From an optimization exercise on the open Yosys and OpenROAD flow, aimed at small area and a short achievable clock period; shortcuts taken in it are not production practice.
Only simulation tests tie the RTL to the original design; equivalence was not proved.
Power figures rest on the tool's default switching activity, not on a simulated workload.

## P
// pipeline_sum
module pipeline_sum (
    input clk,
    input [15:0] a, b,
    output [31:0] r
);
For scale: ~1700 cells after synthesis, ~110 flip-flops, ~65 I/O pins, ~0.011 mm2 of cells after synthesis.
==> flow/config.mk <==
export PLATFORM = sky130hd
export DESIGN_NAME = pipeline_sum
export DESIGN_NICKNAME = pipeline_sum
export VERILOG_FILES = /design/flow/design.v
export SDC_FILE = /design/flow/constraint.sdc
export NUM_CORES = 4
export LEC_CHECK = 0
export ABC_AREA = 1
export CAP_MARGIN = 20
export CORE_MARGIN = 2
export CORE_UTILIZATION = 55
export SLEW_MARGIN = 20
==> flow/constraint.sdc <==
create_clock -name core_clock -period 36.0 [get_ports {clk}]
set_input_delay 7.2000 -clock core_clock [delete_from_list [all_inputs] [get_ports {clk}]]
set_output_delay 7.2000 -clock core_clock [all_outputs]
set_load 0.01 [all_outputs]
standard.sh (not shown) runs the stock make flow with config.mk's settings and CLKGATE_MAP_FILE= SYNTH_SCRIPT=/design/flow/synth_recipe.tcl, a recipe that flattens the netlist after the stock synthesis.
==> flow/flow/run.sh <==
#!/bin/bash
set -euo pipefail
MARGIN=25.5
bash standard.sh SETUP_SLACK_MARGIN=$MARGIN SETUP_MOVE_SEQUENCE=sizeup,swap SKIP_GATE_CLONING=1 \
  "BUFFER_PORTS_ARGS=-buffer_cell sky130_fd_sc_hd__buf_1" finish > make_finish.log 2>&1
What Q does differently from P at the input level:
- changing CORE_UTILIZATION from 55 to 65
==> flow/flow/run.sh <==
#!/bin/bash
set -euo pipefail
MARGIN=25.5
PLAT="$FLOW_HOME/platforms/sky130hd/config.mk"
BASE=$(sed -n '/^export DONT_USE_CELLS += /,/^#/p' "$PLAT" | grep -o 'sky130_fd_sc_hd__[a-z0-9_]*' | tr '\n' ' ')
EXTRA=""
for c in maj3_1 maj3_2 maj3_4 fa_1 fa_2 fa_4 fah_1 fahcin_1 fahcon_1 ha_1 ha_2 ha_4; do
  EXTRA="$EXTRA sky130_fd_sc_hd__$c"
done
bash standard.sh SETUP_SLACK_MARGIN=$MARGIN SETUP_MOVE_SEQUENCE=sizeup,swap SKIP_GATE_CLONING=1 \
  "BUFFER_PORTS_ARGS=-buffer_cell sky130_fd_sc_hd__buf_1" \
  "DONT_USE_CELLS=$BASE$EXTRA" finish > make_finish.log 2>&1
Findings:
- The first-pass GRT wire length of Q and that of P are within noise of each other.
- Sort P and Q by worst setup timing slack at the placement stage asc -> top: P
- Comparing the two runs side by side, Q comes out ahead of P on worst setup slack after layout.
- Q ends up with a met3 routed wirelength that is about 60% higher than in P.
- The higher total placed instance area came out of P.
- Diff P and Q: initial core utilization higher in Q
Edits applied to the flow inputs when going from Q to R:
- swapping 65 for 45 in CORE_UTILIZATION
- R vs Q — starting DRC count in detailed routing climbed by more than 10%
- R vs. Q: relative contribution of the clock network to total power went down by 0.4 points.
- R vs. Q: global-route met2 utilization dropped 14 points, total power density per cell area has decreased.
Setup changes, R to S
- swapping 45 for 55 in CORE_UTILIZATION
diff --git a/flow/flow/run.sh b/flow/flow/run.sh
--- a/flow/flow/run.sh
+++ b/flow/flow/run.sh
@@ -2,3 +2,3 @@
 set -euo pipefail
-MARGIN=25.5
+MARGIN=25
 PLAT="$FLOW_HOME/platforms/sky130hd/config.mk"
### Flow results
NOTE: routed length per instance in S falls short of that of R
Met3 wire length in S vs R: down 6.9%
From R to S, worst hold path depth did not move at all.
Compared with R, S shows a higher total design power.
[compare] base=R new=S: cell count went down 54; global-route met1 utilization moved up; internal power higher; final period demand of the worst path went up by 110 ps.
#### Input delta (T over S)
diff --git a/flow/flow/run.sh b/flow/flow/run.sh
--- a/flow/flow/run.sh
+++ b/flow/flow/run.sh
@@ -2,3 +2,3 @@
 set -euo pipefail
-MARGIN=25
+MARGIN=25.5
 PLAT="$FLOW_HOME/platforms/sky130hd/config.mk"
T completed; timing, DRC and antenna clean
Compared to S, T has net switching power figure 0.73 uW higher.
Reported for S and T, register bit total from synthesis turned out identical to the last digit.
For largest clock skew in the final design, T and S come out practically identical.

* * *

Setup of raven:
pipeline_sum, a different RTL version from the one above (not shown whole).
Size: roughly 1600 cells after synthesis, ~65 I/O pins.
Settings: LEC_CHECK=0, ABC_AREA=1, CAP_MARGIN=20, CORE_MARGIN=2, CORE_UTILIZATION=55, SLEW_MARGIN=20; clock period 36.0 ns.
==> flow/flow/run.sh <==
#!/bin/bash
set -euo pipefail
MARGIN=25.5
bash standard.sh SETUP_SLACK_MARGIN=$MARGIN SETUP_MOVE_SEQUENCE=sizeup,swap SKIP_GATE_CLONING=1 \
  "BUFFER_PORTS_ARGS=-buffer_cell sky130_fd_sc_hd__buf_1" finish > make_finish.log 2>&1
#### Input delta (sierra over raven)
==> flow/flow/run.sh <==
#!/bin/bash
set -euo pipefail
MARGIN=25.5
PLAT="$FLOW_HOME/platforms/sky130hd/config.mk"
BASE=$(sed -n '/^export DONT_USE_CELLS += /,/^#/p' "$PLAT" | grep -o 'sky130_fd_sc_hd__[a-z0-9_]*' | tr '\n' ' ')
EXTRA=""
for c in maj3_1 maj3_2 maj3_4 fa_1 fa_2 fa_4 fah_1 fahcin_1 fahcon_1 ha_1 ha_2 ha_4; do
  EXTRA="$EXTRA sky130_fd_sc_hd__$c"
done
bash standard.sh SETUP_SLACK_MARGIN=$MARGIN SETUP_MOVE_SEQUENCE=sizeup,swap SKIP_GATE_CLONING=1 \
  "BUFFER_PORTS_ARGS=-buffer_cell sky130_fd_sc_hd__buf_1" \
  "DONT_USE_CELLS=$BASE$EXTRA" finish > make_finish.log 2>&1
[summary]
- The non-clock buffer share of cell area of raven and that of sierra are within noise of each other.
- Top contributor to total power: registers -> sierra, combinational cells -> raven
- NOTE: time the worst path needs with I/O delays and setup in sierra exceeds that of raven
- Est. power | sierra vs raven | sierra lower
- Between raven and sierra, the flow reports power drawn by the clock network increasing by a few percent.
- raven has a higher area added between synthesis and finish than sierra.
Setup changes, sierra to fjord
==> flow/flow/run.sh <==
#!/bin/bash
set -euo pipefail
MARGIN=26
bash standard.sh SETUP_SLACK_MARGIN=$MARGIN SETUP_MOVE_SEQUENCE=sizeup,swap SKIP_GATE_CLONING=1 \
  "BUFFER_PORTS_ARGS=-buffer_cell sky130_fd_sc_hd__buf_1" finish > make_finish.log 2>&1
--- outcome ---
When the final numbers for sierra and fjord were put side by side, the share of post-route cells with drive strength above 1 turned out to be greater in fjord.
Diff sierra -> fjord: worst hold slack went down by 7.2 ps; utilization increased 3.7 points; minimum setup slack in the final design climbed 140 ps.
The flow did not stop early for fjord: all stages ran, and the layout cleared the timing, DRC and antenna checks.
fjord ends up with a delay contributed by the slowest stage of the critical path that is 150 ps lower than in sierra.
Starting DRC count in detailed routing down about 9% in fjord wrt sierra
The power of the clock network reported for fjord is smaller than that of sierra by about 6%.
Post-route minimum period delta (fjord − sierra): favourable
On sequential share of the synthesized area, sierra and fjord are basically level.
The flip-flop and latch count was comparable across sierra and fjord.
Fraction of standard cell area that is sequential | fjord below sierra
### fjord -> onyx
--- a/flow/flow/run.sh
+++ b/flow/flow/run.sh
@@ -2,3 +2,3 @@
 set -euo pipefail
-MARGIN=26
+MARGIN=25
 bash standard.sh SETUP_SLACK_MARGIN=$MARGIN SETUP_MOVE_SEQUENCE=sizeup,swap SKIP_GATE_CLONING=1 \
## What came out
Summary — static leakage, onyx relative to fjord: lower, by 2.5%. onyx vs. fjord: final non-filler cell area now smaller, total power consumption of the routed design now smaller, clock network power share now larger. Summary — met3 global-route usage, onyx relative to fjord: higher, by 0.31 points. Compared fjord against onyx; layout buffering overhead excluding clock cells within noise. Switching power total (higher): fjord. The sequential share of layout area in onyx was higher than what fjord gave. onyx vs fjord, type of the worst setup path: reg -> reg vs in -> reg. onyx ended with every stage complete and zero timing, DRC or antenna violations.

[separate check: timing with driven ports]
The results above use ideal ports. As a check the final layouts listed here were re-extracted and re-timed, cells and wires unchanged.
Step 1 assumes that a clkbuf_16 drives the clock port and a buf_2 every other input.
Step 2, shift: input delay + t, output delay - t, t = (earliest + latest rising clock arrival at the registers) / 2. This alone moves slack from input paths to output paths.
a / b / c = no drivers / after step 1 / after step 2; a / b = the first two.
run	t, ns	setup slack, ns	worst setup path at the end	clock arrival spread, ns	worst slew at a driven data input, ns
P	0.412	26.182 / 26.182 / 26.182	register to register	0.021 / 0.021	0.05
Q	0.393	26.357 / 26.363 / 25.971	input to register	0.011 / 0.011	0.04
R	0.411	26.514 / 26.535 / 26.123	input to register	0.007 / 0.007	0.05
S	0.397	26.403 / 26.403 / 26.076	input to register	0.013 / 0.013	0.03
T	0.396	26.381 / 26.402 / 26.007	input to register	0.013 / 0.013	0.03
raven	0.410	26.354 / 26.358 / 25.967	input to register	0.012 / 0.012	0.05
sierra	0.406	26.201 / 26.227 / 25.820	input to register	0.015 / 0.015	0.04
fjord	0.409	26.337 / 26.361 / 25.951	input to register	0.010 / 0.011	0.05
onyx	0.409	26.032 / 26.032 / 25.916	input to register	0.010 / 0.011	0.05
After both steps every run listed still meets setup and hold. The setup slack of R, which loses most, moves by +0.021 ns with the drivers and by -0.391 ns with both steps.
